Background: an optimization exercise with open tools, aiming at small area and a short achievable clock period. Do not read the settings as production practice.
No functional check of the RTL was part of this run.
No activity file was given, so power comes from the tool's default toggle rates.

===== flow/run.sh =====
#!/bin/bash
# Standard layout, with port buffers of a plain buffer cell, sizing not held to
# the cells' footprints, and a clock tree without dummy loads.
bash standard.sh MATCH_CELL_FOOTPRINT=0 \
  BUFFER_PORTS_ARGS="-buffer_cell sky130_fd_sc_hd__buf_2" \
  CTS_ARGS="-sink_clustering_enable -repair_clock_nets -dont_use_dummy_load -sink_clustering_size 30 -sink_clustering_max_diameter 60" \
  finish > standard.log 2>&1

===== standard.sh =====
#!/bin/bash
# synth_recipe.tcl (not shown) runs the flow's synth.tcl, then flattens the netlist and writes it again
# the make line also repeats each setting of config.mk as NAME=value (left out here)
make -C /OpenROAD-flow-scripts/flow DESIGN_CONFIG=/design/flow/config.mk WORK_HOME=/design/flow/orfs CLKGATE_MAP_FILE= SYNTH_SCRIPT=/design/flow/synth_recipe.tcl "${@:-finish}"

===== config.mk =====
export PLATFORM = sky130hd
export DESIGN_NAME = mac5
export DESIGN_NICKNAME = mac5
export VERILOG_FILES = /design/flow/design.v
export SDC_FILE = /design/flow/constraint.sdc
export NUM_CORES = 4
export LEC_CHECK = 0
export ABC_CLOCK_PERIOD_IN_PS = 1000
export CAP_MARGIN = 20
export CORE_MARGIN = 2
export CORE_UTILIZATION = 40
export SETUP_SLACK_MARGIN = 4.6
export SLEW_MARGIN = 20
export SYNTH_HIERARCHICAL = 1
export SYNTH_MINIMUM_KEEP_SIZE = 0

===== constraint.sdc =====
create_clock -name core_clock -period 7.0 [get_ports {clk}]
set_input_delay 1.4000 -clock core_clock [delete_from_list [all_inputs] [get_ports {clk}]]
set_output_delay 1.4000 -clock core_clock [all_outputs]
set_load 0.01 [all_outputs]

===== design.v =====
module mac5 #(parameter WIDTH=32)
   (input logic [(WIDTH/2)-1:0] a,
    input logic [(WIDTH/2)-1:0] b,
    input logic               clk, reset,
    output logic [WIDTH-1:0]  out);
   logic [15:0] ra;
   logic [7:0] bneg, bone, btwo;
   logic rb15;
   wire [16:0] bx = {b, 1'b0};
   logic f;
   logic q2_0_0;
   logic q2_1_0;
   logic q2_2_0;
   logic q2_2_1;
   logic q2_2_2;
   logic q2_3_0;
   logic q2_3_1;
   logic q2_4_0;
   logic q2_4_1;
   logic q2_5_0;
   logic q2_5_1;
   logic q2_6_0;
   logic q2_6_1;
   logic q2_7_0;
   logic q2_7_1;
   logic q2_7_2;
   logic q2_7_3;
   logic q2_8_0;
   logic q2_8_1;
   logic q2_8_2;
   logic q2_9_0;
   logic q2_9_1;
   logic q2_9_2;
   logic q2_10_0;
   logic q2_10_1;
   logic q2_10_2;
   logic q2_11_0;
   logic q2_11_1;
   logic q2_11_2;
   logic q2_11_3;
   logic q2_11_4;
   logic q2_12_0;
   logic q2_12_1;
   logic q2_12_2;
   logic q2_12_3;
   logic q2_13_0;
   logic q2_13_1;
   logic q2_13_2;
   logic q2_13_3;
   logic q2_14_0;
   logic q2_14_1;
   logic q2_14_2;
   logic q2_14_3;
   logic q2_15_0;
   logic q2_15_1;
   logic q2_15_2;
   logic q2_15_3;
   logic q2_16_0;
   logic q2_16_1;
   logic q2_16_2;
   logic q2_16_3;
   logic q2_16_4;
   logic q2_17_0;
   logic q2_17_1;
   logic q2_17_2;
   logic q2_17_3;
   logic q2_17_4;
   logic q2_18_0;
   logic q2_18_1;
   logic q2_18_2;
   logic q2_18_3;
   logic q2_18_4;
   logic q2_19_0;
   logic q2_19_1;
   logic q2_19_2;
   logic q2_20_0;
   logic q2_20_1;
   logic q2_20_2;
   logic q2_20_3;
   logic q2_21_0;
   logic q2_21_1;
   logic q2_21_2;
   logic q2_21_3;
   logic q2_22_0;
   logic q2_22_1;
   logic q2_22_2;
   logic q2_22_3;
   logic q2_23_0;
   logic q2_23_1;
   logic q2_23_2;
   logic q2_23_3;
   logic q2_24_0;
   logic q2_24_1;
   logic q2_24_2;
   logic q2_24_3;
   logic q2_25_0;
   logic q2_25_1;
   logic q2_25_2;
   logic q2_25_3;
   logic q2_26_0;
   logic q2_26_1;
   logic q2_27_0;
   logic q2_27_1;
   logic q2_27_2;
   logic q2_28_0;
   logic q2_28_1;
   logic q2_28_2;
   logic q2_29_0;
   logic q2_29_1;
   logic q2_29_2;
   logic q2_30_0;
   logic q2_31_0;
   logic q2_31_1;
   wire p1 = ~(((bone[0] & ra[0])) ^ bneg[0]);
   wire p2 = ~(((bone[0] & ra[1]) | (btwo[0] & ra[0])) ^ bneg[0]);
   wire p3 = ~(((bone[0] & ra[2]) | (btwo[0] & ra[1])) ^ bneg[0]);
   wire p4 = ~(((bone[0] & ra[3]) | (btwo[0] & ra[2])) ^ bneg[0]);
   wire p5 = ~(((bone[0] & ra[4]) | (btwo[0] & ra[3])) ^ bneg[0]);
   wire p6 = ~(((bone[0] & ra[5]) | (btwo[0] & ra[4])) ^ bneg[0]);
   wire p7 = ~(((bone[0] & ra[6]) | (btwo[0] & ra[5])) ^ bneg[0]);
   wire p8 = ~(((bone[0] & ra[7]) | (btwo[0] & ra[6])) ^ bneg[0]);
   wire p9 = ~(((bone[0] & ra[8]) | (btwo[0] & ra[7])) ^ bneg[0]);
   wire p10 = ~(((bone[0] & ra[9]) | (btwo[0] & ra[8])) ^ bneg[0]);
   wire p11 = ~(((bone[0] & ra[10]) | (btwo[0] & ra[9])) ^ bneg[0]);
   wire p12 = ~(((bone[0] & ra[11]) | (btwo[0] & ra[10])) ^ bneg[0]);
   wire p13 = ~(((bone[0] & ra[12]) | (btwo[0] & ra[11])) ^ bneg[0]);
   wire p14 = ~(((bone[0] & ra[13]) | (btwo[0] & ra[12])) ^ bneg[0]);
   wire p15 = ~(((bone[0] & ra[14]) | (btwo[0] & ra[13])) ^ bneg[0]);
   wire p16 = ~(((bone[0] & ra[15]) | (btwo[0] & ra[14])) ^ bneg[0]);
   wire p17 = ~(((btwo[0] & ra[15])) ^ bneg[0]);
   wire p18 = ~bneg[0];
   wire p19 = bneg[0];
   wire p20 = ~(((bone[1] & ra[0])) ^ bneg[1]);
   wire p21 = ~(((bone[1] & ra[1]) | (btwo[1] & ra[0])) ^ bneg[1]);
   wire p22 = ~(((bone[1] & ra[2]) | (btwo[1] & ra[1])) ^ bneg[1]);
   wire p23 = ~(((bone[1] & ra[3]) | (btwo[1] & ra[2])) ^ bneg[1]);
   wire p24 = ~(((bone[1] & ra[4]) | (btwo[1] & ra[3])) ^ bneg[1]);
   wire p25 = ~(((bone[1] & ra[5]) | (btwo[1] & ra[4])) ^ bneg[1]);
   wire p26 = ~(((bone[1] & ra[6]) | (btwo[1] & ra[5])) ^ bneg[1]);
   wire p27 = ~(((bone[1] & ra[7]) | (btwo[1] & ra[6])) ^ bneg[1]);
   wire p28 = ~(((bone[1] & ra[8]) | (btwo[1] & ra[7])) ^ bneg[1]);
   wire p29 = ~(((bone[1] & ra[9]) | (btwo[1] & ra[8])) ^ bneg[1]);
   wire p30 = ~(((bone[1] & ra[10]) | (btwo[1] & ra[9])) ^ bneg[1]);
   wire p31 = ~(((bone[1] & ra[11]) | (btwo[1] & ra[10])) ^ bneg[1]);
   wire p32 = ~(((bone[1] & ra[12]) | (btwo[1] & ra[11])) ^ bneg[1]);
   wire p33 = ~(((bone[1] & ra[13]) | (btwo[1] & ra[12])) ^ bneg[1]);
   wire p34 = ~(((bone[1] & ra[14]) | (btwo[1] & ra[13])) ^ bneg[1]);
   wire p35 = ~(((bone[1] & ra[15]) | (btwo[1] & ra[14])) ^ bneg[1]);
   wire p36 = ~(((btwo[1] & ra[15])) ^ bneg[1]);
   wire p37 = ~bneg[1];
   wire p38 = bneg[1];
   wire p39 = ~(((bone[2] & ra[0])) ^ bneg[2]);
   wire p40 = ~(((bone[2] & ra[1]) | (btwo[2] & ra[0])) ^ bneg[2]);
   wire p41 = ~(((bone[2] & ra[2]) | (btwo[2] & ra[1])) ^ bneg[2]);
   wire p42 = ~(((bone[2] & ra[3]) | (btwo[2] & ra[2])) ^ bneg[2]);
   wire p43 = ~(((bone[2] & ra[4]) | (btwo[2] & ra[3])) ^ bneg[2]);
   wire p44 = ~(((bone[2] & ra[5]) | (btwo[2] & ra[4])) ^ bneg[2]);
   wire p45 = ~(((bone[2] & ra[6]) | (btwo[2] & ra[5])) ^ bneg[2]);
   wire p46 = ~(((bone[2] & ra[7]) | (btwo[2] & ra[6])) ^ bneg[2]);
   wire p47 = ~(((bone[2] & ra[8]) | (btwo[2] & ra[7])) ^ bneg[2]);
   wire p48 = ~(((bone[2] & ra[9]) | (btwo[2] & ra[8])) ^ bneg[2]);
   wire p49 = ~(((bone[2] & ra[10]) | (btwo[2] & ra[9])) ^ bneg[2]);
   wire p50 = ~(((bone[2] & ra[11]) | (btwo[2] & ra[10])) ^ bneg[2]);
   wire p51 = ~(((bone[2] & ra[12]) | (btwo[2] & ra[11])) ^ bneg[2]);
   wire p52 = ~(((bone[2] & ra[13]) | (btwo[2] & ra[12])) ^ bneg[2]);
   wire p53 = ~(((bone[2] & ra[14]) | (btwo[2] & ra[13])) ^ bneg[2]);
   wire p54 = ~(((bone[2] & ra[15]) | (btwo[2] & ra[14])) ^ bneg[2]);
   wire p55 = ~(((btwo[2] & ra[15])) ^ bneg[2]);
   wire p56 = ~bneg[2];
   wire p57 = bneg[2];
   wire p58 = ~(((bone[3] & ra[0])) ^ bneg[3]);
   wire p59 = ~(((bone[3] & ra[1]) | (btwo[3] & ra[0])) ^ bneg[3]);
   wire p60 = ~(((bone[3] & ra[2]) | (btwo[3] & ra[1])) ^ bneg[3]);
   wire p61 = ~(((bone[3] & ra[3]) | (btwo[3] & ra[2])) ^ bneg[3]);
   wire p62 = ~(((bone[3] & ra[4]) | (btwo[3] & ra[3])) ^ bneg[3]);
   wire p63 = ~(((bone[3] & ra[5]) | (btwo[3] & ra[4])) ^ bneg[3]);
   wire p64 = ~(((bone[3] & ra[6]) | (btwo[3] & ra[5])) ^ bneg[3]);
   wire p65 = ~(((bone[3] & ra[7]) | (btwo[3] & ra[6])) ^ bneg[3]);
   wire p66 = ~(((bone[3] & ra[8]) | (btwo[3] & ra[7])) ^ bneg[3]);
   wire p67 = ~(((bone[3] & ra[9]) | (btwo[3] & ra[8])) ^ bneg[3]);
   wire p68 = ~(((bone[3] & ra[10]) | (btwo[3] & ra[9])) ^ bneg[3]);
   wire p69 = ~(((bone[3] & ra[11]) | (btwo[3] & ra[10])) ^ bneg[3]);
   wire p70 = ~(((bone[3] & ra[12]) | (btwo[3] & ra[11])) ^ bneg[3]);
   wire p71 = ~(((bone[3] & ra[13]) | (btwo[3] & ra[12])) ^ bneg[3]);
   wire p72 = ~(((bone[3] & ra[14]) | (btwo[3] & ra[13])) ^ bneg[3]);
   wire p73 = ~(((bone[3] & ra[15]) | (btwo[3] & ra[14])) ^ bneg[3]);
   wire p74 = ~(((btwo[3] & ra[15])) ^ bneg[3]);
   wire p75 = ~bneg[3];
   wire p76 = bneg[3];
   wire p77 = ~(((bone[4] & ra[0])) ^ bneg[4]);
   wire p78 = ~(((bone[4] & ra[1]) | (btwo[4] & ra[0])) ^ bneg[4]);
   wire p79 = ~(((bone[4] & ra[2]) | (btwo[4] & ra[1])) ^ bneg[4]);
   wire p80 = ~(((bone[4] & ra[3]) | (btwo[4] & ra[2])) ^ bneg[4]);
   wire p81 = ~(((bone[4] & ra[4]) | (btwo[4] & ra[3])) ^ bneg[4]);
   wire p82 = ~(((bone[4] & ra[5]) | (btwo[4] & ra[4])) ^ bneg[4]);
   wire p83 = ~(((bone[4] & ra[6]) | (btwo[4] & ra[5])) ^ bneg[4]);
   wire p84 = ~(((bone[4] & ra[7]) | (btwo[4] & ra[6])) ^ bneg[4]);
   wire p85 = ~(((bone[4] & ra[8]) | (btwo[4] & ra[7])) ^ bneg[4]);
   wire p86 = ~(((bone[4] & ra[9]) | (btwo[4] & ra[8])) ^ bneg[4]);
   wire p87 = ~(((bone[4] & ra[10]) | (btwo[4] & ra[9])) ^ bneg[4]);
   wire p88 = ~(((bone[4] & ra[11]) | (btwo[4] & ra[10])) ^ bneg[4]);
   wire p89 = ~(((bone[4] & ra[12]) | (btwo[4] & ra[11])) ^ bneg[4]);
   wire p90 = ~(((bone[4] & ra[13]) | (btwo[4] & ra[12])) ^ bneg[4]);
   wire p91 = ~(((bone[4] & ra[14]) | (btwo[4] & ra[13])) ^ bneg[4]);
   wire p92 = ~(((bone[4] & ra[15]) | (btwo[4] & ra[14])) ^ bneg[4]);
   wire p93 = ~(((btwo[4] & ra[15])) ^ bneg[4]);
   wire p94 = ~bneg[4];
   wire p95 = bneg[4];
   wire p96 = ~(((bone[5] & ra[0])) ^ bneg[5]);
   wire p97 = ~(((bone[5] & ra[1]) | (btwo[5] & ra[0])) ^ bneg[5]);
   wire p98 = ~(((bone[5] & ra[2]) | (btwo[5] & ra[1])) ^ bneg[5]);
   wire p99 = ~(((bone[5] & ra[3]) | (btwo[5] & ra[2])) ^ bneg[5]);
   wire p100 = ~(((bone[5] & ra[4]) | (btwo[5] & ra[3])) ^ bneg[5]);
   wire p101 = ~(((bone[5] & ra[5]) | (btwo[5] & ra[4])) ^ bneg[5]);
   wire p102 = ~(((bone[5] & ra[6]) | (btwo[5] & ra[5])) ^ bneg[5]);
   wire p103 = ~(((bone[5] & ra[7]) | (btwo[5] & ra[6])) ^ bneg[5]);
   wire p104 = ~(((bone[5] & ra[8]) | (btwo[5] & ra[7])) ^ bneg[5]);
   wire p105 = ~(((bone[5] & ra[9]) | (btwo[5] & ra[8])) ^ bneg[5]);
   wire p106 = ~(((bone[5] & ra[10]) | (btwo[5] & ra[9])) ^ bneg[5]);
   wire p107 = ~(((bone[5] & ra[11]) | (btwo[5] & ra[10])) ^ bneg[5]);
   wire p108 = ~(((bone[5] & ra[12]) | (btwo[5] & ra[11])) ^ bneg[5]);
   wire p109 = ~(((bone[5] & ra[13]) | (btwo[5] & ra[12])) ^ bneg[5]);
   wire p110 = ~(((bone[5] & ra[14]) | (btwo[5] & ra[13])) ^ bneg[5]);
   wire p111 = ~(((bone[5] & ra[15]) | (btwo[5] & ra[14])) ^ bneg[5]);
   wire p112 = ~(((btwo[5] & ra[15])) ^ bneg[5]);
   wire p113 = ~bneg[5];
   wire p114 = bneg[5];
   wire p115 = ~(((bone[6] & ra[0])) ^ bneg[6]);
   wire p116 = ~(((bone[6] & ra[1]) | (btwo[6] & ra[0])) ^ bneg[6]);
   wire p117 = ~(((bone[6] & ra[2]) | (btwo[6] & ra[1])) ^ bneg[6]);
   wire p118 = ~(((bone[6] & ra[3]) | (btwo[6] & ra[2])) ^ bneg[6]);
   wire p119 = ~(((bone[6] & ra[4]) | (btwo[6] & ra[3])) ^ bneg[6]);
   wire p120 = ~(((bone[6] & ra[5]) | (btwo[6] & ra[4])) ^ bneg[6]);
   wire p121 = ~(((bone[6] & ra[6]) | (btwo[6] & ra[5])) ^ bneg[6]);
   wire p122 = ~(((bone[6] & ra[7]) | (btwo[6] & ra[6])) ^ bneg[6]);
   wire p123 = ~(((bone[6] & ra[8]) | (btwo[6] & ra[7])) ^ bneg[6]);
   wire p124 = ~(((bone[6] & ra[9]) | (btwo[6] & ra[8])) ^ bneg[6]);
   wire p125 = ~(((bone[6] & ra[10]) | (btwo[6] & ra[9])) ^ bneg[6]);
   wire p126 = ~(((bone[6] & ra[11]) | (btwo[6] & ra[10])) ^ bneg[6]);
   wire p127 = ~(((bone[6] & ra[12]) | (btwo[6] & ra[11])) ^ bneg[6]);
   wire p128 = ~(((bone[6] & ra[13]) | (btwo[6] & ra[12])) ^ bneg[6]);
   wire p129 = ~(((bone[6] & ra[14]) | (btwo[6] & ra[13])) ^ bneg[6]);
   wire p130 = ~(((bone[6] & ra[15]) | (btwo[6] & ra[14])) ^ bneg[6]);
   wire p131 = ~(((btwo[6] & ra[15])) ^ bneg[6]);
   wire p132 = ~bneg[6];
   wire p133 = bneg[6];
   wire p134 = ~(((bone[7] & ra[0])) ^ bneg[7]);
   wire p135 = ~(((bone[7] & ra[1]) | (btwo[7] & ra[0])) ^ bneg[7]);
   wire p136 = ~(((bone[7] & ra[2]) | (btwo[7] & ra[1])) ^ bneg[7]);
   wire p137 = ~(((bone[7] & ra[3]) | (btwo[7] & ra[2])) ^ bneg[7]);
   wire p138 = ~(((bone[7] & ra[4]) | (btwo[7] & ra[3])) ^ bneg[7]);
   wire p139 = ~(((bone[7] & ra[5]) | (btwo[7] & ra[4])) ^ bneg[7]);
   wire p140 = ~(((bone[7] & ra[6]) | (btwo[7] & ra[5])) ^ bneg[7]);
   wire p141 = ~(((bone[7] & ra[7]) | (btwo[7] & ra[6])) ^ bneg[7]);
   wire p142 = ~(((bone[7] & ra[8]) | (btwo[7] & ra[7])) ^ bneg[7]);
   wire p143 = ~(((bone[7] & ra[9]) | (btwo[7] & ra[8])) ^ bneg[7]);
   wire p144 = ~(((bone[7] & ra[10]) | (btwo[7] & ra[9])) ^ bneg[7]);
   wire p145 = ~(((bone[7] & ra[11]) | (btwo[7] & ra[10])) ^ bneg[7]);
   wire p146 = ~(((bone[7] & ra[12]) | (btwo[7] & ra[11])) ^ bneg[7]);
   wire p147 = ~(((bone[7] & ra[13]) | (btwo[7] & ra[12])) ^ bneg[7]);
   wire p148 = ~(((bone[7] & ra[14]) | (btwo[7] & ra[13])) ^ bneg[7]);
   wire p149 = ~(((bone[7] & ra[15]) | (btwo[7] & ra[14])) ^ bneg[7]);
   wire p150 = ~(((btwo[7] & ra[15])) ^ bneg[7]);
   wire p151 = ~bneg[7];
   wire p152 = bneg[7];
   wire p153 = ~(ra[0] & rb15);
   wire p154 = ~(ra[1] & rb15);
   wire p155 = ~(ra[2] & rb15);
   wire p156 = ~(ra[3] & rb15);
   wire p157 = ~(ra[4] & rb15);
   wire p158 = ~(ra[5] & rb15);
   wire p159 = ~(ra[6] & rb15);
   wire p160 = ~(ra[7] & rb15);
   wire p161 = ~(ra[8] & rb15);
   wire p162 = ~(ra[9] & rb15);
   wire p163 = ~(ra[10] & rb15);
   wire p164 = ~(ra[11] & rb15);
   wire p165 = ~(ra[12] & rb15);
   wire p166 = ~(ra[13] & rb15);
   wire p167 = ~(ra[14] & rb15);
   wire p168 = ~(ra[15] & rb15);
   wire p169 = ~(out[0] & f);
   wire p170 = ~(out[1] & f);
   wire p171 = ~(out[2] & f);
   wire p172 = ~(out[3] & f);
   wire p173 = ~(out[4] & f);
   wire p174 = ~(out[5] & f);
   wire p175 = ~(out[6] & f);
   wire p176 = ~(out[7] & f);
   wire p177 = ~(out[8] & f);
   wire p178 = ~(out[9] & f);
   wire p179 = ~(out[10] & f);
   wire p180 = ~(out[11] & f);
   wire p181 = ~(out[12] & f);
   wire p182 = ~(out[13] & f);
   wire p183 = ~(out[14] & f);
   wire p184 = ~(out[15] & f);
   wire p185 = ~(out[16] & f);
   wire p186 = ~(out[17] & f);
   wire p187 = ~(out[18] & f);
   wire p188 = ~(out[19] & f);
   wire p189 = ~(out[20] & f);
   wire p190 = ~(out[21] & f);
   wire p191 = ~(out[22] & f);
   wire p192 = ~(out[23] & f);
   wire p193 = ~(out[24] & f);
   wire p194 = ~(out[25] & f);
   wire p195 = ~(out[26] & f);
   wire p196 = ~(out[27] & f);
   wire p197 = ~(out[28] & f);
   wire p198 = ~(out[29] & f);
   wire p199 = ~(out[30] & f);
   wire p200 = ~(out[31] & f);
   wire p201 = ~p19;
   wire p202 = ~p36;
   wire p203 = ~p55;
   wire p204 = ~p74;
   wire p205 = ~p93;
   wire p206 = ~p112;
   wire p207 = ~p131;
   wire p208 = ~p150;
   wire s209, c210;
   mac5_fa u_s209 (.a(p18), .b(p169), .c(p1), .s(s209), .co(c210));
   wire s211, c212;
   mac5_fa u_s211 (.a(p170), .b(p2), .c(c210), .s(s211), .co(c212));
   wire s213, c214;
   mac5_fa u_s213 (.a(p37), .b(p171), .c(p3), .s(s213), .co(c214));
   wire s215, c216;
   mac5_fa u_s215 (.a(p172), .b(p4), .c(p21), .s(s215), .co(c216));
   wire s217, c218;
   mac5_fa u_s217 (.a(p56), .b(p173), .c(p5), .s(s217), .co(c218));
   wire s219, c220;
   mac5_fa u_s219 (.a(p174), .b(p6), .c(p23), .s(s219), .co(c220));
   wire s221, c222;
   mac5_fa u_s221 (.a(p75), .b(p175), .c(p7), .s(s221), .co(c222));
   wire s223, c224;
   mac5_fa u_s223 (.a(p176), .b(p8), .c(p25), .s(s223), .co(c224));
   wire s225, c226;
   mac5_fa u_s225 (.a(p94), .b(p177), .c(p9), .s(s225), .co(c226));
   wire s227, c228;
   mac5_fa u_s227 (.a(p178), .b(p10), .c(p27), .s(s227), .co(c228));
   wire s229, c230;
   mac5_fa u_s229 (.a(p113), .b(p179), .c(p11), .s(s229), .co(c230));
   wire s231, c232;
   mac5_fa u_s231 (.a(p180), .b(p12), .c(p29), .s(s231), .co(c232));
   wire s233, c234;
   mac5_fa u_s233 (.a(p132), .b(p181), .c(p13), .s(s233), .co(c234));
   wire s235, c236;
   mac5_fa u_s235 (.a(p182), .b(p14), .c(p31), .s(s235), .co(c236));
   wire s237, c238;
   mac5_fa u_s237 (.a(p151), .b(p183), .c(p15), .s(s237), .co(c238));
   wire s239, c240;
   mac5_fa u_s239 (.a(p184), .b(p16), .c(p33), .s(s239), .co(c240));
   wire s241, c242;
   mac5_fa u_s241 (.a(p153), .b(p185), .c(p17), .s(s241), .co(c242));
   wire s243, c244;
   mac5_fa u_s243 (.a(p201), .b(p154), .c(p186), .s(s243), .co(c244));
   wire s245, c246;
   mac5_fa u_s245 (.a(p155), .b(p187), .c(p19), .s(s245), .co(c246));
   wire s247, c248;
   mac5_fa u_s247 (.a(p38), .b(p156), .c(p188), .s(s247), .co(c248));
   wire s249, c250;
   mac5_fa u_s249 (.a(p157), .b(p189), .c(c248), .s(s249), .co(c250));
   wire s251, c252;
   mac5_fa u_s251 (.a(p57), .b(p158), .c(p190), .s(s251), .co(c252));
   wire s253, c254;
   mac5_fa u_s253 (.a(p159), .b(p191), .c(c252), .s(s253), .co(c254));
   wire s255, c256;
   mac5_fa u_s255 (.a(p76), .b(p160), .c(p192), .s(s255), .co(c256));
   wire s257, c258;
   mac5_fa u_s257 (.a(p161), .b(p193), .c(c256), .s(s257), .co(c258));
   wire s259, c260;
   mac5_fa u_s259 (.a(p95), .b(p162), .c(p194), .s(s259), .co(c260));
   wire s261, c262;
   mac5_fa u_s261 (.a(p163), .b(p195), .c(c260), .s(s261), .co(c262));
   wire s263, c264;
   mac5_fa u_s263 (.a(p114), .b(p164), .c(p196), .s(s263), .co(c264));
   wire s265, c266;
   mac5_fa u_s265 (.a(p165), .b(p197), .c(c264), .s(s265), .co(c266));
   wire s267, c268;
   mac5_fa u_s267 (.a(p133), .b(p166), .c(p198), .s(s267), .co(c268));
   wire s269, c270;
   mac5_fa u_s269 (.a(p167), .b(p199), .c(c268), .s(s269), .co(c270));
   wire s271, c272;
   mac5_fa u_s271 (.a(p152), .b(p168), .c(p200), .s(s271), .co(c272));
   wire s273, c274;
   mac5_fa u_s273 (.a(p22), .b(p39), .c(c216), .s(s273), .co(c274));
   wire s275, c276;
   mac5_fa u_s275 (.a(p40), .b(c218), .c(s219), .s(s275), .co(c276));
   wire s277, c278;
   mac5_fa u_s277 (.a(p24), .b(p41), .c(p58), .s(s277), .co(c278));
   wire s279, c280;
   mac5_fa u_s279 (.a(p42), .b(p59), .c(c222), .s(s279), .co(c280));
   wire s281, c282;
   mac5_fa u_s281 (.a(p26), .b(p43), .c(p60), .s(s281), .co(c282));
   wire s283, c284;
   mac5_fa u_s283 (.a(p44), .b(p61), .c(p78), .s(s283), .co(c284));
   wire s285, c286;
   mac5_fa u_s285 (.a(p28), .b(p45), .c(p62), .s(s285), .co(c286));
   wire s287, c288;
   mac5_fa u_s287 (.a(p46), .b(p63), .c(p80), .s(s287), .co(c288));
   wire s289, c290;
   mac5_fa u_s289 (.a(p30), .b(p47), .c(p64), .s(s289), .co(c290));
   wire s291, c292;
   mac5_fa u_s291 (.a(p48), .b(p65), .c(p82), .s(s291), .co(c292));
   wire s293, c294;
   mac5_fa u_s293 (.a(p32), .b(p49), .c(p66), .s(s293), .co(c294));
   wire s295, c296;
   mac5_fa u_s295 (.a(p50), .b(p67), .c(p84), .s(s295), .co(c296));
   wire s297, c298;
   mac5_fa u_s297 (.a(p34), .b(p51), .c(p68), .s(s297), .co(c298));
   wire s299, c300;
   mac5_fa u_s299 (.a(p35), .b(p52), .c(p69), .s(s299), .co(c300));
   wire s301, c302;
   mac5_fa u_s301 (.a(c244), .b(p202), .c(p53), .s(s301), .co(c302));
   wire s303, c304;
   mac5_fa u_s303 (.a(c246), .b(p54), .c(p71), .s(s303), .co(c304));
   wire s305, c306;
   mac5_fa u_s305 (.a(p203), .b(p72), .c(p89), .s(s305), .co(c306));
   wire s307, c308;
   mac5_fa u_s307 (.a(p73), .b(p90), .c(p107), .s(s307), .co(c308));
   wire s309, c310;
   mac5_fa u_s309 (.a(p204), .b(p91), .c(p108), .s(s309), .co(c310));
   wire s311, c312;
   mac5_fa u_s311 (.a(p92), .b(p109), .c(p126), .s(s311), .co(c312));
   wire s313, c314;
   mac5_fa u_s313 (.a(p205), .b(p110), .c(p127), .s(s313), .co(c314));
   wire s315, c316;
   mac5_fa u_s315 (.a(p111), .b(p128), .c(p145), .s(s315), .co(c316));
   wire s317, c318;
   mac5_fa u_s317 (.a(p206), .b(p129), .c(p146), .s(s317), .co(c318));
   wire s319, c320;
   mac5_fa u_s319 (.a(p130), .b(p147), .c(p112), .s(s319), .co(c320));
   wire s321, c322;
   mac5_fa u_s321 (.a(p207), .b(p148), .c(c320), .s(s321), .co(c322));
   wire s323, c324;
   mac5_fa u_s323 (.a(p149), .b(p131), .c(s267), .s(s323), .co(c324));
   wire s325, c326;
   mac5_fa u_s325 (.a(p208), .b(s269), .c(c324), .s(s325), .co(c326));
   wire s327, c328;
   mac5_fa u_s327 (.a(p150), .b(s271), .c(c270), .s(s327), .co(c328));
   wire s329, c330;
   mac5_fa u_s329 (.a(c220), .b(s277), .c(s221), .s(s329), .co(c330));
   wire s331, c332;
   mac5_fa u_s331 (.a(p77), .b(c224), .c(s281), .s(s331), .co(c332));
   wire s333, c334;
   mac5_fa u_s333 (.a(c226), .b(c282), .c(s283), .s(s333), .co(c334));
   wire s335, c336;
   mac5_fa u_s335 (.a(p79), .b(p96), .c(c228), .s(s335), .co(c336));
   wire s337, c338;
   mac5_fa u_s337 (.a(p97), .b(c230), .c(c286), .s(s337), .co(c338));
   wire s339, c340;
   mac5_fa u_s339 (.a(p81), .b(p98), .c(p115), .s(s339), .co(c340));
   wire s341, c342;
   mac5_fa u_s341 (.a(p99), .b(p116), .c(c234), .s(s341), .co(c342));
   wire s343, c344;
   mac5_fa u_s343 (.a(p83), .b(p100), .c(p117), .s(s343), .co(c344));
   wire s345, c346;
   mac5_fa u_s345 (.a(p101), .b(p118), .c(p135), .s(s345), .co(c346));
   wire s347, c348;
   mac5_fa u_s347 (.a(p85), .b(p102), .c(p119), .s(s347), .co(c348));
   wire s349, c350;
   mac5_fa u_s349 (.a(p86), .b(p103), .c(p120), .s(s349), .co(c350));
   wire s351, c352;
   mac5_fa u_s351 (.a(p70), .b(p87), .c(p104), .s(s351), .co(c352));
   wire s353, c354;
   mac5_fa u_s353 (.a(p88), .b(p105), .c(p122), .s(s353), .co(c354));
   wire s355, c356;
   mac5_fa u_s355 (.a(p106), .b(p123), .c(p140), .s(s355), .co(c356));
   wire s357, c358;
   mac5_fa u_s357 (.a(p124), .b(p141), .c(p55), .s(s357), .co(c358));
   wire s359, c360;
   mac5_fa u_s359 (.a(p125), .b(p142), .c(c308), .s(s359), .co(c360));
   wire s361, c362;
   mac5_fa u_s361 (.a(p143), .b(p74), .c(s255), .s(s361), .co(c362));
   wire s363, c364;
   mac5_fa u_s363 (.a(p144), .b(c312), .c(s257), .s(s363), .co(c364));
   wire s365, c366;
   mac5_fa u_s365 (.a(p93), .b(s259), .c(c258), .s(s365), .co(c366));
   wire s367, c368;
   mac5_fa u_s367 (.a(c316), .b(s261), .c(s317), .s(s367), .co(c368));
   wire s369, c370;
   mac5_fa u_s369 (.a(s263), .b(c262), .c(c318), .s(s369), .co(c370));
   wire s371, c372;
   mac5_fa u_s371 (.a(c284), .b(s285), .c(s229), .s(s371), .co(c372));
   wire s373, c374;
   mac5_fa u_s373 (.a(c232), .b(c288), .c(s339), .s(s373), .co(c374));
   wire s375, c376;
   mac5_fa u_s375 (.a(c290), .b(c340), .c(s291), .s(s375), .co(c376));
   wire s377, c378;
   mac5_fa u_s377 (.a(p134), .b(c236), .c(c292), .s(s377), .co(c378));
   wire s379, c380;
   mac5_fa u_s379 (.a(c238), .b(c294), .c(c344), .s(s379), .co(c380));
   wire s381, c382;
   mac5_fa u_s381 (.a(p136), .b(c240), .c(c296), .s(s381), .co(c382));
   wire s383, c384;
   mac5_fa u_s383 (.a(p137), .b(s243), .c(c242), .s(s383), .co(c384));
   wire s385, c386;
   mac5_fa u_s385 (.a(p121), .b(p138), .c(s245), .s(s385), .co(c386));
   wire s387, c388;
   mac5_fa u_s387 (.a(p139), .b(p36), .c(s247), .s(s387), .co(c388));
   wire s389, c390;
   mac5_fa u_s389 (.a(c304), .b(c354), .c(s249), .s(s389), .co(c390));
   wire s391, c392;
   mac5_fa u_s391 (.a(s251), .b(c250), .c(c306), .s(s391), .co(c392));
   wire s393, c394;
   mac5_fa u_s393 (.a(c358), .b(s253), .c(s309), .s(s393), .co(c394));
   wire s395, c396;
   mac5_fa u_s395 (.a(c254), .b(c310), .c(s311), .s(s395), .co(c396));
   wire s397, c398;
   mac5_fa u_s397 (.a(s343), .b(s293), .c(s237), .s(s397), .co(c398));
   wire s399, c400;
   mac5_fa u_s399 (.a(s345), .b(s295), .c(s239), .s(s399), .co(c400));
   wire s401, c402;
   mac5_fa u_s401 (.a(c346), .b(s347), .c(s297), .s(s401), .co(c402));
   wire s403, c404;
   mac5_fa u_s403 (.a(c298), .b(c348), .c(s349), .s(s403), .co(c404));
   wire s405, c406;
   mac5_fa u_s405 (.a(c300), .b(c350), .c(s351), .s(s405), .co(c406));
   wire s407, c408;
   mac5_fa u_s407 (.a(c302), .b(c352), .c(c386), .s(s407), .co(c408));
   wire s409, c410;
   mac5_fa u_s409 (.a(c388), .b(s355), .c(s305), .s(s409), .co(c410));
   wire s411, c412;
   mac5_fa u_s411 (.a(c356), .b(s357), .c(s307), .s(s411), .co(c412));
   wire s413, c414;
   mac5_fa u_s413 (.a(s353), .b(s303), .c(s387), .s(s413), .co(c414));
   wire s415, c416;
   mac5_fa u_s415 (.a(1'b1), .b(q2_11_0), .c(q2_11_1), .s(s415), .co(c416));
   wire s417, c418;
   mac5_fa u_s417 (.a(1'b1), .b(q2_12_0), .c(q2_12_1), .s(s417), .co(c418));
   wire s419, c420;
   mac5_fa u_s419 (.a(1'b1), .b(q2_13_0), .c(q2_13_1), .s(s419), .co(c420));
   wire s421, c422;
   mac5_fa u_s421 (.a(1'b1), .b(q2_14_0), .c(q2_14_1), .s(s421), .co(c422));
   wire s423, c424;
   mac5_fa u_s423 (.a(1'b1), .b(q2_15_0), .c(q2_15_1), .s(s423), .co(c424));
   wire s425, c426;
   mac5_fa u_s425 (.a(q2_16_0), .b(q2_16_1), .c(q2_16_2), .s(s425), .co(c426));
   wire s427, c428;
   mac5_fa u_s427 (.a(q2_17_0), .b(q2_17_1), .c(q2_17_2), .s(s427), .co(c428));
   wire s429, c430;
   mac5_fa u_s429 (.a(q2_18_0), .b(q2_18_1), .c(q2_18_2), .s(s429), .co(c430));
   wire s431, c432;
   mac5_fa u_s431 (.a(1'b1), .b(q2_7_0), .c(q2_7_1), .s(s431), .co(c432));
   wire s433, c434;
   mac5_fa u_s433 (.a(1'b1), .b(q2_8_0), .c(q2_8_1), .s(s433), .co(c434));
   wire s435, c436;
   mac5_fa u_s435 (.a(1'b1), .b(q2_9_0), .c(q2_9_1), .s(s435), .co(c436));
   wire s437, c438;
   mac5_fa u_s437 (.a(1'b1), .b(q2_10_0), .c(q2_10_1), .s(s437), .co(c438));
   wire s439, c440;
   mac5_fa u_s439 (.a(q2_11_2), .b(q2_11_3), .c(s415), .s(s439), .co(c440));
   wire s441, c442;
   mac5_fa u_s441 (.a(q2_12_2), .b(q2_12_3), .c(s417), .s(s441), .co(c442));
   wire s443, c444;
   mac5_fa u_s443 (.a(q2_13_2), .b(q2_13_3), .c(s419), .s(s443), .co(c444));
   wire s445, c446;
   mac5_fa u_s445 (.a(q2_14_2), .b(q2_14_3), .c(s421), .s(s445), .co(c446));
   wire s447, c448;
   mac5_fa u_s447 (.a(q2_15_2), .b(q2_15_3), .c(s423), .s(s447), .co(c448));
   wire s449, c450;
   mac5_fa u_s449 (.a(q2_16_3), .b(q2_16_4), .c(s425), .s(s449), .co(c450));
   wire s451, c452;
   mac5_fa u_s451 (.a(q2_17_3), .b(q2_17_4), .c(s427), .s(s451), .co(c452));
   wire s453, c454;
   mac5_fa u_s453 (.a(q2_18_3), .b(q2_18_4), .c(s429), .s(s453), .co(c454));
   wire s455, c456;
   mac5_fa u_s455 (.a(q2_19_0), .b(q2_19_1), .c(q2_19_2), .s(s455), .co(c456));
   wire s457, c458;
   mac5_fa u_s457 (.a(q2_20_0), .b(q2_20_1), .c(q2_20_2), .s(s457), .co(c458));
   wire s459, c460;
   mac5_fa u_s459 (.a(q2_21_0), .b(q2_21_1), .c(q2_21_2), .s(s459), .co(c460));
   wire s461, c462;
   mac5_fa u_s461 (.a(q2_22_0), .b(q2_22_1), .c(q2_22_2), .s(s461), .co(c462));
   wire s463, c464;
   mac5_fa u_s463 (.a(q2_23_0), .b(q2_23_1), .c(q2_23_2), .s(s463), .co(c464));
   wire s465, c466;
   mac5_fa u_s465 (.a(q2_24_0), .b(q2_24_1), .c(q2_24_2), .s(s465), .co(c466));
   wire s467, c468;
   mac5_fa u_s467 (.a(q2_25_0), .b(q2_25_1), .c(q2_25_2), .s(s467), .co(c468));
   wire s469, c470;
   mac5_fa u_s469 (.a(1'b1), .b(q2_2_0), .c(q2_2_1), .s(s469), .co(c470));
   wire s471, c472;
   mac5_fa u_s471 (.a(1'b1), .b(q2_3_0), .c(q2_3_1), .s(s471), .co(c472));
   wire s473, c474;
   mac5_fa u_s473 (.a(1'b1), .b(q2_4_0), .c(q2_4_1), .s(s473), .co(c474));
   wire s475, c476;
   mac5_fa u_s475 (.a(1'b1), .b(q2_5_0), .c(q2_5_1), .s(s475), .co(c476));
   wire s477, c478;
   mac5_fa u_s477 (.a(1'b1), .b(q2_6_0), .c(q2_6_1), .s(s477), .co(c478));
   wire s479, c480;
   mac5_fa u_s479 (.a(q2_7_2), .b(q2_7_3), .c(s431), .s(s479), .co(c480));
   wire s481, c482;
   mac5_fa u_s481 (.a(q2_8_2), .b(c432), .c(s433), .s(s481), .co(c482));
   wire s483, c484;
   mac5_fa u_s483 (.a(q2_9_2), .b(c434), .c(s435), .s(s483), .co(c484));
   wire s485, c486;
   mac5_fa u_s485 (.a(q2_10_2), .b(c436), .c(s437), .s(s485), .co(c486));
   wire s487, c488;
   mac5_fa u_s487 (.a(q2_11_4), .b(c438), .c(s439), .s(s487), .co(c488));
   wire s489, c490;
   mac5_fa u_s489 (.a(c416), .b(c440), .c(s441), .s(s489), .co(c490));
   wire s491, c492;
   mac5_fa u_s491 (.a(c418), .b(c442), .c(s443), .s(s491), .co(c492));
   wire s493, c494;
   mac5_fa u_s493 (.a(c420), .b(c444), .c(s445), .s(s493), .co(c494));
   wire s495, c496;
   mac5_fa u_s495 (.a(c422), .b(c446), .c(s447), .s(s495), .co(c496));
   wire s497, c498;
   mac5_fa u_s497 (.a(c424), .b(c448), .c(s449), .s(s497), .co(c498));
   wire s499, c500;
   mac5_fa u_s499 (.a(c426), .b(c450), .c(s451), .s(s499), .co(c500));
   wire s501, c502;
   mac5_fa u_s501 (.a(c428), .b(c452), .c(s453), .s(s501), .co(c502));
   wire s503, c504;
   mac5_fa u_s503 (.a(c430), .b(s455), .c(c454), .s(s503), .co(c504));
   wire s505, c506;
   mac5_fa u_s505 (.a(q2_20_3), .b(c456), .c(s457), .s(s505), .co(c506));
   wire s507, c508;
   mac5_fa u_s507 (.a(q2_21_3), .b(c458), .c(s459), .s(s507), .co(c508));
   wire s509, c510;
   mac5_fa u_s509 (.a(q2_22_3), .b(c460), .c(s461), .s(s509), .co(c510));
   wire s511, c512;
   mac5_fa u_s511 (.a(q2_23_3), .b(c462), .c(s463), .s(s511), .co(c512));
   wire s513, c514;
   mac5_fa u_s513 (.a(q2_24_3), .b(c464), .c(s465), .s(s513), .co(c514));
   wire s515, c516;
   mac5_fa u_s515 (.a(q2_25_3), .b(c466), .c(s467), .s(s515), .co(c516));
   wire s517, c518;
   mac5_fa u_s517 (.a(q2_26_0), .b(q2_26_1), .c(c468), .s(s517), .co(c518));
   wire s519, c520;
   mac5_fa u_s519 (.a(q2_27_0), .b(q2_27_1), .c(q2_27_2), .s(s519), .co(c520));
   wire s521, c522;
   mac5_fa u_s521 (.a(q2_28_0), .b(q2_28_1), .c(q2_28_2), .s(s521), .co(c522));
   wire s523, c524;
   mac5_fa u_s523 (.a(q2_29_0), .b(q2_29_1), .c(q2_29_2), .s(s523), .co(c524));
   wire [31:0] sx = {q2_31_0, q2_30_0, s523, s521, s519, s517, s515, s513, s511, s509, s507, s505, s503, s501, s499, s497, s495, s493, s491, s489, s487, s485, s483, s481, s479, s477, s475, s473, s471, s469, q2_1_0, q2_0_0};
   wire [31:0] sy = {q2_31_1, c524, c522, c520, c518, c516, c514, c512, c510, c508, c506, c504, c502, c500, c498, c496, c494, c492, c490, c488, c486, c484, c482, c480, c478, c476, c474, c472, c470, q2_2_2, 1'b1, 1'b1};
   wire [31:0] sp = sx ^ sy, sg = sx & sy;
   wire lG1 = sg[0] | (sp[0] & 1'b1);
   wire lG2 = sg[2] | (sp[2] & sg[1]);
   wire lP2 = sp[2] & sp[1];
   wire lG3 = sg[1] | (sp[1] & lG1);
   wire lG4 = lG2 | (lP2 & lG1);
   wire lG5 = sg[3] | (sp[3] & lG4);
   logic q3_lo0;
   logic q3_lo1;
   logic q3_lo2;
   logic q3_lo3;
   logic q3_ck;
   logic [31:4] q3_p, q3_g;
   wire hG1 = q3_g[4] | (q3_p[4] & q3_ck);
   wire hG2 = q3_g[6] | (q3_p[6] & q3_g[5]);
   wire hP2 = q3_p[6] & q3_p[5];
   wire hG3 = q3_g[8] | (q3_p[8] & q3_g[7]);
   wire hP3 = q3_p[8] & q3_p[7];
   wire hG4 = q3_g[10] | (q3_p[10] & q3_g[9]);
   wire hP4 = q3_p[10] & q3_p[9];
   wire hG5 = q3_g[12] | (q3_p[12] & q3_g[11]);
   wire hP5 = q3_p[12] & q3_p[11];
   wire hG6 = q3_g[14] | (q3_p[14] & q3_g[13]);
   wire hP6 = q3_p[14] & q3_p[13];
   wire hG7 = q3_g[16] | (q3_p[16] & q3_g[15]);
   wire hP7 = q3_p[16] & q3_p[15];
   wire hG8 = q3_g[18] | (q3_p[18] & q3_g[17]);
   wire hP8 = q3_p[18] & q3_p[17];
   wire hG9 = q3_g[20] | (q3_p[20] & q3_g[19]);
   wire hP9 = q3_p[20] & q3_p[19];
   wire hG10 = q3_g[22] | (q3_p[22] & q3_g[21]);
   wire hP10 = q3_p[22] & q3_p[21];
   wire hG11 = q3_g[24] | (q3_p[24] & q3_g[23]);
   wire hP11 = q3_p[24] & q3_p[23];
   wire hG12 = q3_g[26] | (q3_p[26] & q3_g[25]);
   wire hP12 = q3_p[26] & q3_p[25];
   wire hG13 = q3_g[28] | (q3_p[28] & q3_g[27]);
   wire hP13 = q3_p[28] & q3_p[27];
   wire hG14 = q3_g[30] | (q3_p[30] & q3_g[29]);
   wire hP14 = q3_p[30] & q3_p[29];
   wire hG15 = q3_g[5] | (q3_p[5] & hG1);
   wire hG16 = hG2 | (hP2 & hG1);
   wire hG17 = q3_g[9] | (q3_p[9] & hG3);
   wire hP17 = q3_p[9] & hP3;
   wire hG18 = hG4 | (hP4 & hG3);
   wire hP18 = hP4 & hP3;
   wire hG19 = q3_g[13] | (q3_p[13] & hG5);
   wire hP19 = q3_p[13] & hP5;
   wire hG20 = hG6 | (hP6 & hG5);
   wire hP20 = hP6 & hP5;
   wire hG21 = q3_g[17] | (q3_p[17] & hG7);
   wire hP21 = q3_p[17] & hP7;
   wire hG22 = hG8 | (hP8 & hG7);
   wire hP22 = hP8 & hP7;
   wire hG23 = q3_g[21] | (q3_p[21] & hG9);
   wire hP23 = q3_p[21] & hP9;
   wire hG24 = hG10 | (hP10 & hG9);
   wire hP24 = hP10 & hP9;
   wire hG25 = q3_g[25] | (q3_p[25] & hG11);
   wire hP25 = q3_p[25] & hP11;
   wire hG26 = hG12 | (hP12 & hG11);
   wire hP26 = hP12 & hP11;
   wire hG27 = q3_g[29] | (q3_p[29] & hG13);
   wire hP27 = q3_p[29] & hP13;
   wire hG28 = hG14 | (hP14 & hG13);
   wire hP28 = hP14 & hP13;
   wire hG29 = q3_g[7] | (q3_p[7] & hG16);
   wire hG30 = hG3 | (hP3 & hG16);
   wire hG31 = hG17 | (hP17 & hG16);
   wire hG32 = hG18 | (hP18 & hG16);
   wire hG33 = q3_g[15] | (q3_p[15] & hG20);
   wire hP33 = q3_p[15] & hP20;
   wire hG34 = hG7 | (hP7 & hG20);
   wire hP34 = hP7 & hP20;
   wire hG35 = hG21 | (hP21 & hG20);
   wire hP35 = hP21 & hP20;
   wire hG36 = hG22 | (hP22 & hG20);
   wire hP36 = hP22 & hP20;
   wire hG37 = q3_g[23] | (q3_p[23] & hG24);
   wire hP37 = q3_p[23] & hP24;
   wire hG38 = hG11 | (hP11 & hG24);
   wire hP38 = hP11 & hP24;
   wire hG39 = hG25 | (hP25 & hG24);
   wire hP39 = hP25 & hP24;
   wire hG40 = hG26 | (hP26 & hG24);
   wire hP40 = hP26 & hP24;
   wire hG41 = q3_g[31] | (q3_p[31] & hG28);
   wire hP41 = q3_p[31] & hP28;
   wire hG42 = q3_g[11] | (q3_p[11] & hG32);
   wire hG43 = hG5 | (hP5 & hG32);
   wire hG44 = hG19 | (hP19 & hG32);
   wire hG45 = hG20 | (hP20 & hG32);
   wire hG46 = hG33 | (hP33 & hG32);
   wire hG47 = hG34 | (hP34 & hG32);
   wire hG48 = hG35 | (hP35 & hG32);
   wire hG49 = hG36 | (hP36 & hG32);
   wire hG50 = q3_g[27] | (q3_p[27] & hG40);
   wire hP50 = q3_p[27] & hP40;
   wire hG51 = hG13 | (hP13 & hG40);
   wire hP51 = hP13 & hP40;
   wire hG52 = hG27 | (hP27 & hG40);
   wire hP52 = hP27 & hP40;
   wire hG53 = hG28 | (hP28 & hG40);
   wire hP53 = hP28 & hP40;
   wire hG54 = hG41 | (hP41 & hG40);
   wire hP54 = hP41 & hP40;
   wire hG55 = q3_g[19] | (q3_p[19] & hG49);
   wire hG56 = hG9 | (hP9 & hG49);
   wire hG57 = hG23 | (hP23 & hG49);
   wire hG58 = hG24 | (hP24 & hG49);
   wire hG59 = hG37 | (hP37 & hG49);
   wire hG60 = hG38 | (hP38 & hG49);
   wire hG61 = hG39 | (hP39 & hG49);
   wire hG62 = hG40 | (hP40 & hG49);
   wire hG63 = hG50 | (hP50 & hG49);
   wire hG64 = hG51 | (hP51 & hG49);
   wire hG65 = hG52 | (hP52 & hG49);
   wire hG66 = hG53 | (hP53 & hG49);
   wire hG67 = hG54 | (hP54 & hG49);
   wire [31:0] nsum = {~(q3_p[31] ^ hG66), ~(q3_p[30] ^ hG65), ~(q3_p[29] ^ hG64), ~(q3_p[28] ^ hG63), ~(q3_p[27] ^ hG62), ~(q3_p[26] ^ hG61), ~(q3_p[25] ^ hG60), ~(q3_p[24] ^ hG59), ~(q3_p[23] ^ hG58), ~(q3_p[22] ^ hG57), ~(q3_p[21] ^ hG56), ~(q3_p[20] ^ hG55), ~(q3_p[19] ^ hG49), ~(q3_p[18] ^ hG48), ~(q3_p[17] ^ hG47), ~(q3_p[16] ^ hG46), ~(q3_p[15] ^ hG45), ~(q3_p[14] ^ hG44), ~(q3_p[13] ^ hG43), ~(q3_p[12] ^ hG42), ~(q3_p[11] ^ hG32), ~(q3_p[10] ^ hG31), ~(q3_p[9] ^ hG30), ~(q3_p[8] ^ hG29), ~(q3_p[7] ^ hG16), ~(q3_p[6] ^ hG15), ~(q3_p[5] ^ hG1), ~(q3_p[4] ^ q3_ck), q3_lo3, q3_lo2, q3_lo1, q3_lo0};
   always @(posedge clk) begin
      q3_lo0 <= ~(sp[0] ^ 1'b1);
      q3_lo1 <= ~(sp[1] ^ lG1);
      q3_lo2 <= ~(sp[2] ^ lG3);
      q3_lo3 <= ~(sp[3] ^ lG4);
      q3_ck <= lG5;
      q3_p <= sp[31:4];
      q3_g <= sg[31:4];
   end
   always @(posedge clk or negedge reset)
     if (!reset) f <= 1'b0;
     else f <= 1'b1;
   always @(posedge clk) begin
      ra <= a;
      bneg[0] <= bx[2];
      bone[0] <= bx[1] ^ bx[0];
      btwo[0] <= (bx[2] & ~bx[1] & ~bx[0]) | (~bx[2] & bx[1] & bx[0]);
      bneg[1] <= bx[4];
      bone[1] <= bx[3] ^ bx[2];
      btwo[1] <= (bx[4] & ~bx[3] & ~bx[2]) | (~bx[4] & bx[3] & bx[2]);
      bneg[2] <= bx[6];
      bone[2] <= bx[5] ^ bx[4];
      btwo[2] <= (bx[6] & ~bx[5] & ~bx[4]) | (~bx[6] & bx[5] & bx[4]);
      bneg[3] <= bx[8];
      bone[3] <= bx[7] ^ bx[6];
      btwo[3] <= (bx[8] & ~bx[7] & ~bx[6]) | (~bx[8] & bx[7] & bx[6]);
      bneg[4] <= bx[10];
      bone[4] <= bx[9] ^ bx[8];
      btwo[4] <= (bx[10] & ~bx[9] & ~bx[8]) | (~bx[10] & bx[9] & bx[8]);
      bneg[5] <= bx[12];
      bone[5] <= bx[11] ^ bx[10];
      btwo[5] <= (bx[12] & ~bx[11] & ~bx[10]) | (~bx[12] & bx[11] & bx[10]);
      bneg[6] <= bx[14];
      bone[6] <= bx[13] ^ bx[12];
      btwo[6] <= (bx[14] & ~bx[13] & ~bx[12]) | (~bx[14] & bx[13] & bx[12]);
      bneg[7] <= bx[16];
      bone[7] <= bx[15] ^ bx[14];
      btwo[7] <= (bx[16] & ~bx[15] & ~bx[14]) | (~bx[16] & bx[15] & bx[14]);
      rb15 <= b[15];
      q2_0_0 <= s209;
      q2_1_0 <= s211;
      q2_2_0 <= s213;
      q2_2_1 <= p20;
      q2_2_2 <= c212;
      q2_3_0 <= s215;
      q2_3_1 <= c214;
      q2_4_0 <= s273;
      q2_4_1 <= s217;
      q2_5_0 <= s275;
      q2_5_1 <= c274;
      q2_6_0 <= s329;
      q2_6_1 <= c276;
      q2_7_0 <= s279;
      q2_7_1 <= c278;
      q2_7_2 <= s223;
      q2_7_3 <= c330;
      q2_8_0 <= s331;
      q2_8_1 <= s225;
      q2_8_2 <= c280;
      q2_9_0 <= s333;
      q2_9_1 <= s227;
      q2_9_2 <= c332;
      q2_10_0 <= s371;
      q2_10_1 <= s335;
      q2_10_2 <= c334;
      q2_11_0 <= s337;
      q2_11_1 <= s287;
      q2_11_2 <= s231;
      q2_11_3 <= c336;
      q2_11_4 <= c372;
      q2_12_0 <= s373;
      q2_12_1 <= s289;
      q2_12_2 <= s233;
      q2_12_3 <= c338;
      q2_13_0 <= s375;
      q2_13_1 <= s235;
      q2_13_2 <= s341;
      q2_13_3 <= c374;
      q2_14_0 <= s397;
      q2_14_1 <= c342;
      q2_14_2 <= s377;
      q2_14_3 <= c376;
      q2_15_0 <= s399;
      q2_15_1 <= c378;
      q2_15_2 <= s379;
      q2_15_3 <= c398;
      q2_16_0 <= s401;
      q2_16_1 <= s241;
      q2_16_2 <= c380;
      q2_16_3 <= s381;
      q2_16_4 <= c400;
      q2_17_0 <= s403;
      q2_17_1 <= s299;
      q2_17_2 <= c382;
      q2_17_3 <= s383;
      q2_17_4 <= c402;
      q2_18_0 <= s405;
      q2_18_1 <= s301;
      q2_18_2 <= s385;
      q2_18_3 <= c384;
      q2_18_4 <= c404;
      q2_19_0 <= s413;
      q2_19_1 <= c406;
      q2_19_2 <= s407;
      q2_20_0 <= s409;
      q2_20_1 <= c408;
      q2_20_2 <= s389;
      q2_20_3 <= c414;
      q2_21_0 <= s411;
      q2_21_1 <= c390;
      q2_21_2 <= s391;
      q2_21_3 <= c410;
      q2_22_0 <= s393;
      q2_22_1 <= c392;
      q2_22_2 <= s359;
      q2_22_3 <= c412;
      q2_23_0 <= s395;
      q2_23_1 <= s361;
      q2_23_2 <= c360;
      q2_23_3 <= c394;
      q2_24_0 <= s363;
      q2_24_1 <= c362;
      q2_24_2 <= s313;
      q2_24_3 <= c396;
      q2_25_0 <= s365;
      q2_25_1 <= c314;
      q2_25_2 <= s315;
      q2_25_3 <= c364;
      q2_26_0 <= s367;
      q2_26_1 <= c366;
      q2_27_0 <= s369;
      q2_27_1 <= s319;
      q2_27_2 <= c368;
      q2_28_0 <= s321;
      q2_28_1 <= s265;
      q2_28_2 <= c370;
      q2_29_0 <= s323;
      q2_29_1 <= c266;
      q2_29_2 <= c322;
      q2_30_0 <= s325;
      q2_31_0 <= s327;
      q2_31_1 <= c326;
      out <= nsum;
   end
endmodule
module mac5_fa (input logic a, b, c, output logic s, co);
   assign s = a ^ b ^ c;
   assign co = (a & b) | (a & c) | (b & c);
endmodule

==> results.tsv <==
metric	value	unit
outcome	timing/DRC/antenna clean	
Yosys top cell by area	dfxtp_1	
DRC	0	
mean post-synth cell area	12.14	sq um
Final setup viols	0	
Ant. Diodes	0	
Synthesis Warnings	7	
Comb pwr share	43.2	%
Yosys top cell area share	39.43	%
Final min period	2.398	ns
Layout area overhead	12.29	%
Hold Vio Cnt, Final	0	
Hold Path End	out[3]	
count of state elements after synthesis	236	
Distinct cells, synth	37	
setup slack, reg-to-reg	4.70	ns
DR pass1 iterations	6	
CTS clk-pin slew, worst paths	0.09	ns
Buf/Inv on CP	1	
TritonCTS clock tree	done	
most frequent cell after synthesis	dfxtp_1	
Clock Power Share	15.6	%
Std-Cell Rows	63	
worst hold path class	flip-flop to flip-flop	
largest net degree at the start of global routing	33	
number of buffers created by CTS	19	
DRT Wirelength	25970	um
initial antenna violation count	0	
RR Startpoint	bone[3]	
height of the die	176.7	um
Crit-path slowest cell	dfxtp_4	
highest ir drop seen on vdd	0.3032	mV
PD cells	445.7	mW/mm^2
Fill cells	2777	
layout cells sized above 1	17.56	%
io pins	66	
Skew-Pair Late Insertion Delay	0.51	ns
Placed Cells	1376	
Register-to-Register Path Depth	4	
core area	0.02948	sq mm
sequential standard cell area	0.004813	sq mm
final slew viol count	0	
htree depth	1	
Cells after Synth	983	
vias after detailed routing	7129	
sw frac	35.84	%
Die ar.	0.03122	sq mm
Root Buffer	clkbuf_16	
synthesized cell area	0.01193	sq mm
Routed Antenna Nets	0	
post-cts hold buffer count	0	
Final TNS setup	0	ns
Critical Path Max Stage Delay	0.37	ns
most common library cells after synthesis	dfxtp_1, fa_1, xnor2_1, a22oi_1, nand2_1	
critical path cell sequence	buf_6	
die width	176.7	um
cells taking the most area after synthesis	dfxtp_1, fa_1, xnor2_1	
HP Start	q3_lo3	
RSZ-0062 raised after global routing	yes	
Tightest Pin Transition	0.6807	ns
first-iteration detailed-routing DRC count	479	
Worst Setup Slack, final	4.602	ns
CP Launch Type	flip-flop	
Overall Power	5.970	mW
P_leak	5.210	nW
gpl congestion	0.8096	
final std cells w/o fill	1415	
CP top delay family	flip-flops	
register area share after synthesis	39.64	%
final worst-path cycle share	34.25	%
GR Util All Layers	17.35	%
final core occ	45.44	%
crit path capture type	output pin	
Flop pwr share	41.2	%
number of synthesized flops with an enable pin	0	
max_cap viols	0	
pre-CTS setup slack	4.344	ns
Slew headroom	54.56	%
Internal	3.830	mW
gr ovfl total	0	
Reg2Reg Capture Point	q2_19_0	
Initial Util	40.47	%
hpwl dp	19070	um
maximum net fanout on the critical path	2	
clk sinks	236	
P_sw	2.140	mW
worst hold path depth	0	
I/O Buffers	65	
skew final	0.05546	ns
Synth async-reset ratio	0.4237	%
multi-input logic area	0.006882	sq mm
WP data arrival	1.00	ns
Layout Nets	1253	
Worst EP required	5.60	ns
critical path class	flip-flop to output pin	
Synth Flop Type	dfxtp_1	
number of global-route vias before repair	7584	
fmax	417.1	MHz
DR WL/cell	18.36	um
Bufs on Longest Clock Path	3	
global-route wire length before repair	42320	um
vias per cell	5.038	
-- state kept, by name (all words and copies together), names as in the netlist, 8 cells and up --
signal	cells
bone	8
bneg	8
ra	16
q3_g	27
q3_p	28
out	32
btwo	8
-- cells by family (layout without fill, tap and decap cells) --
group           after synthesis  count (layout)  share of synthesized area [%]
xor+xnor                    167             167                          12.26
other cells                   1              15                        0.03143
fa+ha+maj                   192             192                          30.14
flops                       236             236                          39.64
compound gates              169             169                          10.36
buf+inv                     105             133                          3.304
simple gates                113             113                          4.258
-- per-module statistics from Yosys (local to each module, per instance) --
module | times used | area, sq um
mac5 | 1 | 8767
mac5_fa | 158 | 20.02
-- timing repair --
| action | CTS | global route |
|---|---|---|
| buffers inserted | 14 | 6 |
| pin swaps | 1 | 0 |
| setup endpoints to repair | 60 | 60 |
| gates resized for setup | 48 | 44 |
| hold endpoints to repair | 0 | 0 |
-- power groups by stage --
stage / sequential, mW / clock (mW) / combinational [mW]
final: 2.46 / 0.929 / 2.58
after global routing: 2.54 / 1.01 / 3.08
after CTS: 2.46 / 0.963 / 2.59
after detailed placement: 2.48 / 0 / 2.47
after global placement: 2.48 / 0 / 2.38
after floorplan: 2.35 / 0 / 1.74
-- final cells by class --
class / instances / area share, %
Clock buffer: 19 / 3.549
Inverter: 28 / 0.7845
Multi-Input combinational cell: 656 / 51.37
Sequential cell: 236 / 35.93
Tap cell: 390 / 3.642
Timing Repair Buffer: 86 / 4.726
-- through the flow --
step | hold WS [ns] | area (sq um)
final | 0.3254 | 13400
after global routing | 0.3296 | 13400
after CTS | 0.3284 | 13190
after detailed placement | 0.3167 | 12510
after global placement | 0.3098 | 12510
after floorplan | 0.3096 | 11990
-- metal layers --
layer / GRT usage, % / vias to the layer above / wire length (um)
li1: - / 3283 / -
met1: 23.94 / 3589 / 11480
met2: 28.50 / 226 / 12300
met3: 3.329 / 31 / 1786
met4: 3.650 / 0 / 403
met5: 0 / - / 0
-- how the worst max path moves through the flow --
| stage | from | to | slack [ns] | depth (start not counted) |
|---|---|---|---|---|
| after floorplan | ra[3] | q2_19_0 | 4.60 | 6 |
| after global placement | q3_ck | out[30] | 4.36 | 9 |
| after detailed placement | q3_ck | out[31] | 4.34 | 9 |
| after CTS | out[31] | out[31] | 4.59 | 1 |
| after global routing | out[31] | out[31] | 4.57 | 1 |
| final | out[31] | out[31] | 4.60 | 1 |
-- layout by cell type (no fill, tap or decap), types with 16 or more instances in the layout --
cell type / Yosys / final
a21oi_1: 16 / 16
a22oi_1: 120 / 120
buf_2: 0 / 43
buf_4: 0 / 20
buf_6: 0 / 22
clkbuf_16: 0 / 19
dfxtp_1: 235 / 176
dfxtp_2: 0 / 55
fa_1: 159 / 159
ha_1: 33 / 33
inv_1: 20 / 20
nand2_1: 73 / 73
xnor2_1: 145 / 145
xor2_1: 22 / 22

-- afterwards: timing with drivers on the ports --
The flow's constraints put no driver on any port. The routed layout listed below was extracted and timed again, unchanged, in two steps. Step 1: set_driving_cell puts a clkbuf_16 on clk and a buf_2 on each other input, an assumption about the parent block. Step 2 adds t to the input delays and takes it off the output delays; t is the mean of the earliest and latest rising clock arrival at the registers after step 1. Input paths then give back, and output paths get back, about the clock's delay inside the block. Slacks: ideal ports / drivers / drivers and shift; pairs: ideal ports / drivers.
t (ns): 0.530
setup slack, ns: 4.602 / 4.554 / 4.702
worst hold slack (ns): 0.325 / 0.325 / 0.325
After both steps this run still meets setup and hold. For this run, drivers alone change the setup slack by -0.048 ns; drivers and shift together by +0.100 ns.
